Source: an optimization exercise on an open RTL-to-GDS flow (aim: small area). Production flows keep margins and buffers that such runs may drop.
Where RTL was checked, it was by simulation tests only, not by an equivalence proof against the original.

==> v33 <==
## axis_uart_v1_0
module axis_uart_v1_0 #(
	parameter integer BAUD_PRESCALER = 10,
	parameter integer PARITY = 0,
	parameter integer BYTE_SIZE = 8,
	parameter integer STOP_BITS = 0,
	parameter integer FIFO_DEPTH = 16,
	parameter integer FLOW_CONTROL = 1,
	parameter integer DYNAMIC_CONFIG = 1
)
(
	input wire aclk,
	input wire aresetn,
	input wire [23:0]s_axis_config_tdata,
	input wire s_axis_config_tvalid,
	output wire s_axis_config_tready,
	input wire [15:0]s_axis_tdata,
	input wire s_axis_tvalid,
	output wire s_axis_tready,
	output wire [15:0]m_axis_tdata,
	output wire m_axis_tuser,
	output wire m_axis_tvalid,
	input wire m_axis_tready,
	output wire tx,
	input wire rx,
	output wire rts,
	input wire cts
);
localparam S_IDLE  = 3'd0;
localparam S_START = 3'd1;
localparam S_BYTE  = 3'd2;
localparam S_PAR   = 3'd3;
localparam S_STOP  = 3'd4;
localparam S_END   = 3'd5;
localparam S_END2  = 3'd6;	 
reg [15:0]prescaler;
reg [2:0]parity;
reg [3:0]byte_size;
reg stop_bits;
reg [2:0]tx_state;
reg [2:0]rx_state;
wire tx_idle = (tx_state == S_IDLE);
wire rx_idle = (rx_state == S_IDLE);
assign s_axis_config_tready = tx_idle & rx_idle;
always @(posedge aclk) begin
	if (!aresetn) begin
  ...
==> flow/config.mk <==
export PLATFORM = sky130hd
export DESIGN_NAME = axis_uart_v1_0
export DESIGN_NICKNAME = axis_uart_v1_0
export VERILOG_FILES = /design/flow/design.v
export SDC_FILE = /design/flow/constraint.sdc
export NUM_CORES = 4
export LEC_CHECK = 0
export CAP_MARGIN = 20
export CORE_MARGIN = 2
export CORE_UTILIZATION = 40
export SLEW_MARGIN = 20
==> flow/constraint.sdc <==
create_clock -name core_clock -period 8.0 [get_ports {aclk}]
set_input_delay 1.6000 -clock core_clock [delete_from_list [all_inputs] [get_ports {aclk}]]
set_output_delay 1.6000 -clock core_clock [all_outputs]
set_load 0.01 [all_outputs]
run.sh (not shown) runs the stock make flow with config.mk's settings and CLKGATE_MAP_FILE= SYNTH_SCRIPT=/design/flow/synth_recipe.tcl, a recipe that flattens the netlist after the stock synthesis.
==> v30: changes against v33 <==
--- a/flow/design.v
+++ b/flow/design.v
@@ -1,7 +1,49 @@
 `timescale 1ns / 1ps
+module uart_hold_mux #(
+	parameter W = 1
+)
+(
+	input wire [W-1:0]q,
+	input wire [W-1:0]d,
+	input wire s,
+	input wire sn,
+	output wire [W-1:0]y
+);
+assign y = (q & {W{sn}}) | (d & {W{s}});
+endmodule
+module uart_aoi222
+(
+	input wire a1, a2, b1, b2, c1, c2,
+	output wire y
+);
+assign y = ~((a1 & a2) | (b1 & b2) | (c1 & c2));
+endmodule
+module uart_rd_mux #(
+	parameter W = 1
+)
+(
+	input wire [16*W-1:0]mem,
+	input wire [15:0]sel,
+	output wire [W-1:0]y
+);
+genvar b, g;
+generate for (b = 0; b < W; b = b + 1) begin : g_bit
+	wire [4:0]o;
+	for (g = 0; g < 5; g = g + 1) begin : g_grp
+		uart_aoi222 u_aoi (
+			.a1(mem[(3*g)*W + b]), .a2(sel[3*g]),
+			.b1(mem[(3*g+1)*W + b]), .b2(sel[3*g+1]),
+			.c1(mem[(3*g+2)*W + b]), .c2(sel[3*g+2]),
+			.y(o[g])
+		);
+	end
+	assign y[b] = ~(&o & ~(mem[15*W + b] & sel[15]));
+end endgenerate
+endmodule
+`timescale 1ns / 1ps
 module axis_uart_v1_0 #(
 	parameter integer BAUD_PRESCALER = 10,
 	parameter integer PARITY = 0,
 	parameter integer BYTE_SIZE = 8,
 	parameter integer STOP_BITS = 0,
 	parameter integer FIFO_DEPTH = 16,
@@ -23,70 +65,90 @@
 	input wire m_axis_tready,
 	output wire tx,
 	input wire rx,
 	output wire rts,
 	input wire cts
 );
+genvar gi;
 localparam S_IDLE  = 3'd0;
 localparam S_START = 3'd1;
 localparam S_BYTE  = 3'd2;
 localparam S_PAR   = 3'd3;
 localparam S_STOP  = 3'd4;
 localparam S_END   = 3'd5;
 localparam S_END2  = 3'd6;	 
 reg [15:0]prescaler;
 reg [2:0]parity;
 reg [3:0]byte_size;
 reg stop_bits;
+localparam [23:0] CFG_INV = (STOP_BITS << 23) | (BYTE_SIZE << 19) | (PARITY << 16) | BAUD_PRESCALER;
+reg [23:0]cfg_q;
+wire [23:0]cfg_nx;
 reg [2:0]tx_state;
 reg [2:0]rx_state;
 wire tx_idle = (tx_state == S_IDLE);
 wire rx_idle = (rx_state == S_IDLE);
 assign s_axis_config_tready = tx_idle & rx_idle;
+wire cfg_load = s_axis_config_tvalid & tx_idle & rx_idle;
+uart_hold_mux #(.W(24)) cfg_hold (
+	.q(cfg_q), .d(s_axis_config_tdata ^ CFG_INV),
+	.s(cfg_load & aresetn), .sn(~cfg_load & aresetn), .y(cfg_nx)
+);
 always @(posedge aclk) begin
-	if (!aresetn) begin
-		prescaler <= BAUD_PRESCALER;
-		parity <= PARITY;
-		byte_size <= BYTE_SIZE;
-		stop_bits <= STOP_BITS;
-	end else if (s_axis_config_tvalid & tx_idle & rx_idle) begin
-		prescaler <= s_axis_config_tdata[15:0];
-		parity <= s_axis_config_tdata[18:16];
-		byte_size <= s_axis_config_tdata[22:19];
-		stop_bits <= s_axis_config_tdata[23];
-	end
+	cfg_q <= cfg_nx;
+end
+always @(*) begin
+	{stop_bits, byte_size, parity, prescaler} = cfg_q ^ CFG_INV;
 end
 wire par_none = (parity == 3'd0);
 wire par_calc = (parity == 3'd1) | (parity == 3'd2);	 
 wire par_init1 = (parity == 3'd2) | (parity == 3'd3);	 
 wire par_init0 = (parity == 3'd1) | (parity == 3'd4);	 
 reg [16*15-1:0]tf_mem;
 reg [4:0]tf_cnt;
 reg tx_m_ready;
 wire tf_valid = |tf_cnt;
 wire tf_wr = s_axis_tvalid & ~tf_cnt[4];
 wire tf_rd = tf_valid & tx_m_ready;
-reg [14:0]tf_dout;
-integer k;
-always @(*) begin
-	tf_dout = 15'd0;
-	for (k = 0; k < 16; k = k + 1)
-		tf_dout = tf_dout | (tf_mem[k*15 +: 15] & {15{tf_cnt == k + 1}});
-end
+wire [15:0]tf_sel;
+wire [14:0]tf_dout;
+generate for (gi = 0; gi < 16; gi = gi + 1) begin : g_tfsel
+	assign tf_sel[gi] = (tf_cnt == gi + 1);
+end endgenerate
+uart_rd_mux #(.W(15)) tf_rdmux (.mem(tf_mem), .sel(tf_sel), .y(tf_dout));
 assign s_axis_tready = ~tf_cnt[4];
+wire [16*15-1:0]tf_mem_nx;
+uart_hold_mux #(.W(16*15)) tf_hold (
+	.q(tf_mem), .d({tf_mem[15*15-1:0], s_axis_tdata[14:0]}),
+	.s(tf_wr), .sn(~tf_wr), .y(tf_mem_nx)
+);
 always @(posedge aclk) begin
-	tf_mem <= (tf_mem & {240{~tf_wr}}) | ({tf_mem[15*15-1:0], s_axis_tdata[14:0]} & {240{tf_wr}});
+	tf_mem <= tf_mem_nx;
 end
+wire [5:0]tf_up, tf_dn;
+wire [4:0]tf_t;
+assign tf_up[0] = tf_wr & ~tf_rd;
+assign tf_dn[0] = tf_rd & ~tf_wr;
+generate for (gi = 0; gi < 5; gi = gi + 1) begin : g_tfcnt
+	assign tf_up[gi+1] = tf_up[gi] & tf_cnt[gi];
+	assign tf_dn[gi+1] = tf_dn[gi] & ~tf_cnt[gi];
+	assign tf_t[gi] = tf_up[gi] | tf_dn[gi];
+end endgenerate
 always @(posedge aclk) begin
 	if (!aresetn)
 		tf_cnt <= 5'd0;
 	else
-		tf_cnt <= tf_cnt + {4'd0, tf_wr} - {4'd0, tf_rd};
+		tf_cnt <= tf_cnt ^ tf_t;
 end
 reg [15:0]tx_pcnt;
-wire [15:0]tx_pcnt_inc = tx_pcnt + 16'd1;
+wire [16:0]tx_c;
+assign tx_c[0] = 1'b1;
+generate for (gi = 0; gi < 16; gi = gi + 1) begin : g_txinc
+	assign tx_c[gi+1] = tx_c[gi] & tx_pcnt[gi];
+end endgenerate
+wire [15:0]tx_pcnt_inc = tx_pcnt ^ tx_c[15:0];
 wire tx_stb = (tx_pcnt_inc == prescaler);
 wire tx_pre_en = ~tx_idle & ~((tx_state == S_END) & tx_m_ready);
 always @(posedge aclk) begin
 	if (!aresetn | ~tx_pre_en | tx_stb)
 		tx_pcnt <= 16'd0;
 	else
@@ -153,15 +215,18 @@
 				tx_state <= tf_valid ? S_START : S_IDLE;
 			end
 		end
 		endcase
 	end
 end
+wire [14:0]tx_data_nx;
+uart_hold_mux #(.W(15)) tx_data_hold (
+	.q(tx_data), .d(tf_dout), .s(tf_rd), .sn(~tf_rd), .y(tx_data_nx)
+);
 always @(posedge aclk) begin
-	if (tf_rd)
-		tx_data <= tf_dout;
+	tx_data <= tx_data_nx;
 end
 always @(posedge aclk) begin
 	if (!aresetn) begin
 		txd_out <= 1'b0;
 	end else begin
 		case (tx_state)
@@ -189,33 +254,47 @@
 wire rx_fall = ~rxd_in & rxd_d;
 reg [16*16-1:0]rf_mem;
 reg [4:0]rf_cnt;
 wire rf_valid = |rf_cnt;
 wire rf_wr = (rx_state == S_END2) & ~rf_cnt[4];
 wire rf_rd = rf_valid & m_axis_tready;
-reg [15:0]rf_dout;
-always @(*) begin
-	rf_dout = 16'd0;
-	for (k = 0; k < 16; k = k + 1)
-		rf_dout = rf_dout | (rf_mem[k*16 +: 16] & {16{rf_cnt == k + 1}});
-end
+wire [15:0]rf_sel;
+wire [15:0]rf_dout;
+generate for (gi = 0; gi < 16; gi = gi + 1) begin : g_rfsel
+	assign rf_sel[gi] = (rf_cnt == gi + 1);
+end endgenerate
+uart_rd_mux #(.W(16)) rf_rdmux (.mem(rf_mem), .sel(rf_sel), .y(rf_dout));
 assign m_axis_tvalid = rf_valid;
 assign m_axis_tdata = {1'b0, rf_dout[14:0]};
 assign m_axis_tuser = rf_dout[15];
 assign rts = rtsn_out;
 reg [14:0]rx_data;
 reg rx_par;
 reg rx_par_rcv;
+wire [16*16-1:0]rf_mem_nx;
+uart_hold_mux #(.W(16*16)) rf_hold (
+	.q(rf_mem), .d({rf_mem[15*16-1:0], rx_par ^ rx_par_rcv, rx_data}),
+	.s(rf_wr), .sn(~rf_wr), .y(rf_mem_nx)
+);
 always @(posedge aclk) begin
-	rf_mem <= (rf_mem & {256{~rf_wr}}) | ({rf_mem[15*16-1:0], rx_par ^ rx_par_rcv, rx_data} & {256{rf_wr}});
+	rf_mem <= rf_mem_nx;
 end
+wire [5:0]rf_up, rf_dn;
+wire [4:0]rf_t;
+assign rf_up[0] = rf_wr & ~rf_rd;
+assign rf_dn[0] = rf_rd & ~rf_wr;
+generate for (gi = 0; gi < 5; gi = gi + 1) begin : g_rfcnt
+	assign rf_up[gi+1] = rf_up[gi] & rf_cnt[gi];
+	assign rf_dn[gi+1] = rf_dn[gi] & ~rf_cnt[gi];
+	assign rf_t[gi] = rf_up[gi] | rf_dn[gi];
+end endgenerate
 always @(posedge aclk) begin
 	if (!aresetn)
 		rf_cnt <= 5'd0;
 	else
-		rf_cnt <= rf_cnt + {4'd0, rf_wr} - {4'd0, rf_rd};
+		rf_cnt <= rf_cnt ^ rf_t;
 end
 always @(posedge aclk) begin
 	if (!aresetn) begin
 		rxd_in <= 1'b0;
 		rtsn_out <= 1'b1;
 	end else begin
@@ -223,28 +302,46 @@
 		rtsn_out <= (rf_cnt >= 5'd15);
 	end
 	rxd_d <= rxd_in;
 end
 reg rx_pre_en;
 reg [15:0]rx_pcnt;
-wire [15:0]rx_pcnt_inc = rx_pcnt + 16'd1;
-wire rx_stb = (rx_pcnt_inc == prescaler);
-wire rx_half = (rx_pcnt_inc == {1'b0, prescaler[15:1]});
+wire rx_step2 = (rx_state == S_STOP);
+wire [16:0]rx_c;
+assign rx_c[0] = 1'b1;
+assign rx_c[1] = rx_step2 | rx_pcnt[0];
+generate for (gi = 1; gi < 16; gi = gi + 1) begin : g_rxinc
+	assign rx_c[gi+1] = rx_c[gi] & rx_pcnt[gi];
+end endgenerate
+wire [15:0]rx_pcnt_inc = {rx_pcnt[15:1] ^ rx_c[15:1], rx_pcnt[0] ^ ~rx_step2};
+wire rx_half = (rx_pcnt_inc[15:1] == prescaler[15:1]);
+wire rx_stb = rx_half & (rx_pcnt_inc[0] == prescaler[0]);
 always @(posedge aclk) begin
 	if (!aresetn | ~rx_pre_en | rx_stb)
 		rx_pcnt <= 16'd0;
 	else
 		rx_pcnt <= rx_pcnt_inc;
 end
 reg [15:0]bit_cnt;
-wire bit_rec = (bit_cnt >= {1'b0, prescaler[15:1]});
+wire [16:0]bc_c;
+assign bc_c[0] = rxd_in;
+generate for (gi = 0; gi < 16; gi = gi + 1) begin : g_bcinc
+	assign bc_c[gi+1] = bc_c[gi] & bit_cnt[gi];
+end endgenerate
+wire [16:0]bc_g;
+wire [15:0]bc_thr = {1'b0, prescaler[15:1]};
+assign bc_g[0] = 1'b1;
+generate for (gi = 0; gi < 16; gi = gi + 1) begin : g_bcge
+	assign bc_g[gi+1] = (bit_cnt[gi] & ~bc_thr[gi]) | (bit_cnt[gi] & bc_g[gi]) | (~bc_thr[gi] & bc_g[gi]);
+end endgenerate
+wire bit_rec = bc_g[16];
 always @(posedge aclk) begin
 	if (!aresetn | rx_idle | rx_stb)
 		bit_cnt <= 16'd0;
 	else
-		bit_cnt <= bit_cnt + {15'd0, rxd_in};
+		bit_cnt <= bit_cnt ^ bc_c[15:0];
 end
 reg [3:0]rx_cnt;
 wire [3:0]rx_cnt_inc = rx_cnt + 4'd1;
 always @(posedge aclk) begin
 	if (!aresetn) begin
 		rx_pre_en <= 1'b0;
==> flow/flow/run.sh (new file) <==
#!/bin/bash
# Standard ORFS layout (the standard.sh) with two changes: port buffers use
# the smallest buffer, and clock tree synthesis uses no dummy loads and small
# clusters of small clock buffers.
set -euo pipefail
export BUFFER_PORTS_ARGS="-buffer_cell sky130_fd_sc_hd__buf_1"
export CTS_ARGS="-sink_clustering_enable -repair_clock_nets -dont_use_dummy_load -buf_list sky130_fd_sc_hd__clkbuf_4 -sink_clustering_size 10 -sink_clustering_max_diameter 45"
bash standard.sh > standard_flow.log 2>&1
==> flow/standard.sh (new file) <==
#!/bin/bash
# synth_recipe.tcl (not shown) runs the flow's synth.tcl, then flattens the netlist and writes it again
# the make line also repeats each setting of config.mk as NAME=value (left out here)
make -C /OpenROAD-flow-scripts/flow DESIGN_CONFIG=/design/flow/config.mk WORK_HOME=/design/flow/orfs CLKGATE_MAP_FILE= SYNTH_SCRIPT=/design/flow/synth_recipe.tcl "${@:-finish}"
Settings changed: CORE_UTILIZATION 40 to 70, PLACE_DENSITY from default to 0.75, SYNTH_HIERARCHICAL from default to 1.
removed: flow/run.sh
==> v4: changes against v33 <==
--- a/flow/design.v
+++ b/flow/design.v
@@ -23,12 +23,13 @@
 	input wire m_axis_tready,
 	output wire tx,
 	input wire rx,
 	output wire rts,
 	input wire cts
 );
+genvar gi;
 localparam S_IDLE  = 3'd0;
 localparam S_START = 3'd1;
 localparam S_BYTE  = 3'd2;
 localparam S_PAR   = 3'd3;
 localparam S_STOP  = 3'd4;
 localparam S_END   = 3'd5;
@@ -73,20 +74,34 @@
 		tf_dout = tf_dout | (tf_mem[k*15 +: 15] & {15{tf_cnt == k + 1}});
 end
 assign s_axis_tready = ~tf_cnt[4];
 always @(posedge aclk) begin
 	tf_mem <= (tf_mem & {240{~tf_wr}}) | ({tf_mem[15*15-1:0], s_axis_tdata[14:0]} & {240{tf_wr}});
 end
+wire [5:0]tf_up, tf_dn;
+wire [4:0]tf_t;
+assign tf_up[0] = tf_wr & ~tf_rd;
+assign tf_dn[0] = tf_rd & ~tf_wr;
+generate for (gi = 0; gi < 5; gi = gi + 1) begin : g_tfcnt
+	assign tf_up[gi+1] = tf_up[gi] & tf_cnt[gi];
+	assign tf_dn[gi+1] = tf_dn[gi] & ~tf_cnt[gi];
+	assign tf_t[gi] = tf_up[gi] | tf_dn[gi];
+end endgenerate
 always @(posedge aclk) begin
 	if (!aresetn)
 		tf_cnt <= 5'd0;
 	else
-		tf_cnt <= tf_cnt + {4'd0, tf_wr} - {4'd0, tf_rd};
+		tf_cnt <= tf_cnt ^ tf_t;
 end
 reg [15:0]tx_pcnt;
-wire [15:0]tx_pcnt_inc = tx_pcnt + 16'd1;
+wire [16:0]tx_c;
+assign tx_c[0] = 1'b1;
+generate for (gi = 0; gi < 16; gi = gi + 1) begin : g_txinc
+	assign tx_c[gi+1] = tx_c[gi] & tx_pcnt[gi];
+end endgenerate
+wire [15:0]tx_pcnt_inc = tx_pcnt ^ tx_c[15:0];
 wire tx_stb = (tx_pcnt_inc == prescaler);
 wire tx_pre_en = ~tx_idle & ~((tx_state == S_END) & tx_m_ready);
 always @(posedge aclk) begin
 	if (!aresetn | ~tx_pre_en | tx_stb)
 		tx_pcnt <= 16'd0;
 	else
@@ -205,17 +220,26 @@
 reg [14:0]rx_data;
 reg rx_par;
 reg rx_par_rcv;
 always @(posedge aclk) begin
 	rf_mem <= (rf_mem & {256{~rf_wr}}) | ({rf_mem[15*16-1:0], rx_par ^ rx_par_rcv, rx_data} & {256{rf_wr}});
 end
+wire [5:0]rf_up, rf_dn;
+wire [4:0]rf_t;
+assign rf_up[0] = rf_wr & ~rf_rd;
+assign rf_dn[0] = rf_rd & ~rf_wr;
+generate for (gi = 0; gi < 5; gi = gi + 1) begin : g_rfcnt
+	assign rf_up[gi+1] = rf_up[gi] & rf_cnt[gi];
+	assign rf_dn[gi+1] = rf_dn[gi] & ~rf_cnt[gi];
+	assign rf_t[gi] = rf_up[gi] | rf_dn[gi];
+end endgenerate
 always @(posedge aclk) begin
 	if (!aresetn)
 		rf_cnt <= 5'd0;
 	else
-		rf_cnt <= rf_cnt + {4'd0, rf_wr} - {4'd0, rf_rd};
+		rf_cnt <= rf_cnt ^ rf_t;
 end
 always @(posedge aclk) begin
 	if (!aresetn) begin
 		rxd_in <= 1'b0;
 		rtsn_out <= 1'b1;
 	end else begin
@@ -223,28 +247,46 @@
 		rtsn_out <= (rf_cnt >= 5'd15);
 	end
 	rxd_d <= rxd_in;
 end
 reg rx_pre_en;
 reg [15:0]rx_pcnt;
-wire [15:0]rx_pcnt_inc = rx_pcnt + 16'd1;
-wire rx_stb = (rx_pcnt_inc == prescaler);
-wire rx_half = (rx_pcnt_inc == {1'b0, prescaler[15:1]});
+wire rx_step2 = (rx_state == S_STOP);
+wire [16:0]rx_c;
+assign rx_c[0] = 1'b1;
+assign rx_c[1] = rx_step2 | rx_pcnt[0];
+generate for (gi = 1; gi < 16; gi = gi + 1) begin : g_rxinc
+	assign rx_c[gi+1] = rx_c[gi] & rx_pcnt[gi];
+end endgenerate
+wire [15:0]rx_pcnt_inc = {rx_pcnt[15:1] ^ rx_c[15:1], rx_pcnt[0] ^ ~rx_step2};
+wire rx_half = (rx_pcnt_inc[15:1] == prescaler[15:1]);
+wire rx_stb = rx_half & (rx_pcnt_inc[0] == prescaler[0]);
 always @(posedge aclk) begin
 	if (!aresetn | ~rx_pre_en | rx_stb)
 		rx_pcnt <= 16'd0;
 	else
 		rx_pcnt <= rx_pcnt_inc;
 end
 reg [15:0]bit_cnt;
-wire bit_rec = (bit_cnt >= {1'b0, prescaler[15:1]});
+wire [16:0]bc_c;
+assign bc_c[0] = rxd_in;
+generate for (gi = 0; gi < 16; gi = gi + 1) begin : g_bcinc
+	assign bc_c[gi+1] = bc_c[gi] & bit_cnt[gi];
+end endgenerate
+wire [16:0]bc_g;
+wire [15:0]bc_thr = {1'b0, prescaler[15:1]};
+assign bc_g[0] = 1'b1;
+generate for (gi = 0; gi < 16; gi = gi + 1) begin : g_bcge
+	assign bc_g[gi+1] = (bit_cnt[gi] & ~bc_thr[gi]) | (bit_cnt[gi] & bc_g[gi]) | (~bc_thr[gi] & bc_g[gi]);
+end endgenerate
+wire bit_rec = bc_g[16];
 always @(posedge aclk) begin
 	if (!aresetn | rx_idle | rx_stb)
 		bit_cnt <= 16'd0;
 	else
-		bit_cnt <= bit_cnt + {15'd0, rxd_in};
+		bit_cnt <= bit_cnt ^ bc_c[15:0];
 end
 reg [3:0]rx_cnt;
 wire [3:0]rx_cnt_inc = rx_cnt + 4'd1;
 always @(posedge aclk) begin
 	if (!aresetn) begin
 		rx_pre_en <= 1'b0;
==> flow/flow/run.sh (new file) <==
#!/bin/bash
# Standard ORFS layout with two changes: port buffers use the smallest buffer,
# and clock tree synthesis uses no dummy loads and smaller clusters.
set -euo pipefail
export BUFFER_PORTS_ARGS="-buffer_cell sky130_fd_sc_hd__buf_1"
export CTS_ARGS="-sink_clustering_enable -repair_clock_nets -dont_use_dummy_load -buf_list sky130_fd_sc_hd__clkbuf_8 -sink_clustering_size 16 -sink_clustering_max_diameter 50"
bash standard.sh > standard_flow.log 2>&1
==> flow/standard.sh (new file) <==
#!/bin/bash
# synth_recipe.tcl (not shown) runs the flow's synth.tcl, then flattens the netlist and writes it again
# the make line also repeats each setting of config.mk as NAME=value (left out here)
make -C /OpenROAD-flow-scripts/flow DESIGN_CONFIG=/design/flow/config.mk WORK_HOME=/design/flow/orfs CLKGATE_MAP_FILE= SYNTH_SCRIPT=/design/flow/synth_recipe.tcl "${@:-finish}"
Settings changed: CORE_UTILIZATION 40 to 60.
removed: flow/run.sh
==> comparison <==
- v4 went through all stages and came out clean. v33 finished with timing, DRC and antenna clean. v30 ran to the end with no violations.
- The highest routed wire length belongs to v33, the lowest to v4.
- Synthesized cell count: v4 is lower than v33 (9.9%).
- Non-clock buffer count, lowest first: v33, v4, v30.
- The highest die area belongs to v33, the lowest to v30.
- Of v33 and v30, v30 has the higher critical path depth (gap 17).
- Global-route usage: v33 < v4 < v30.
- The highest register-to-register slack belongs to v33, the lowest to v30.
- The lowest via count belongs to v4, the highest to v30.
Function not checked in v33: the RTL went through the layout flow alone.

afterwards: timing with drivers on the ports:
The results above use ideal ports. As a check the final layouts listed here were re-extracted and re-timed, cells and wires unchanged. Step 1 (the two cells are an assumption about what drives the block):
set clk [get_ports {aclk}]
set_driving_cell -lib_cell sky130_fd_sc_hd__clkbuf_16 $clk
set_driving_cell -lib_cell sky130_fd_sc_hd__buf_2 [delete_from_list [all_inputs] $clk]
Step 2 also shifts input and output timing later by t, the mid clock arrival at the registers, as if the neighbouring blocks saw the same clock. Three values: no drivers, after step 1, after step 2; two values: the first two.
run | shift t [ns] | setup slack, ns | hold slack, ns | worst setup path at the end
v33 | 0.659 | 2.840 / 2.778 / 3.437 | 0.429 / 0.429 / 0.429 | register to output
v30 | 0.810 | 2.072 / 2.072 / 2.072 | 0.447 / 0.447 / 0.447 | register to register
v4 | 0.689 | 2.261 / 2.261 / 2.261 | 0.435 / 0.435 / 0.435 | register to register
After both steps every run listed still meets setup and hold.
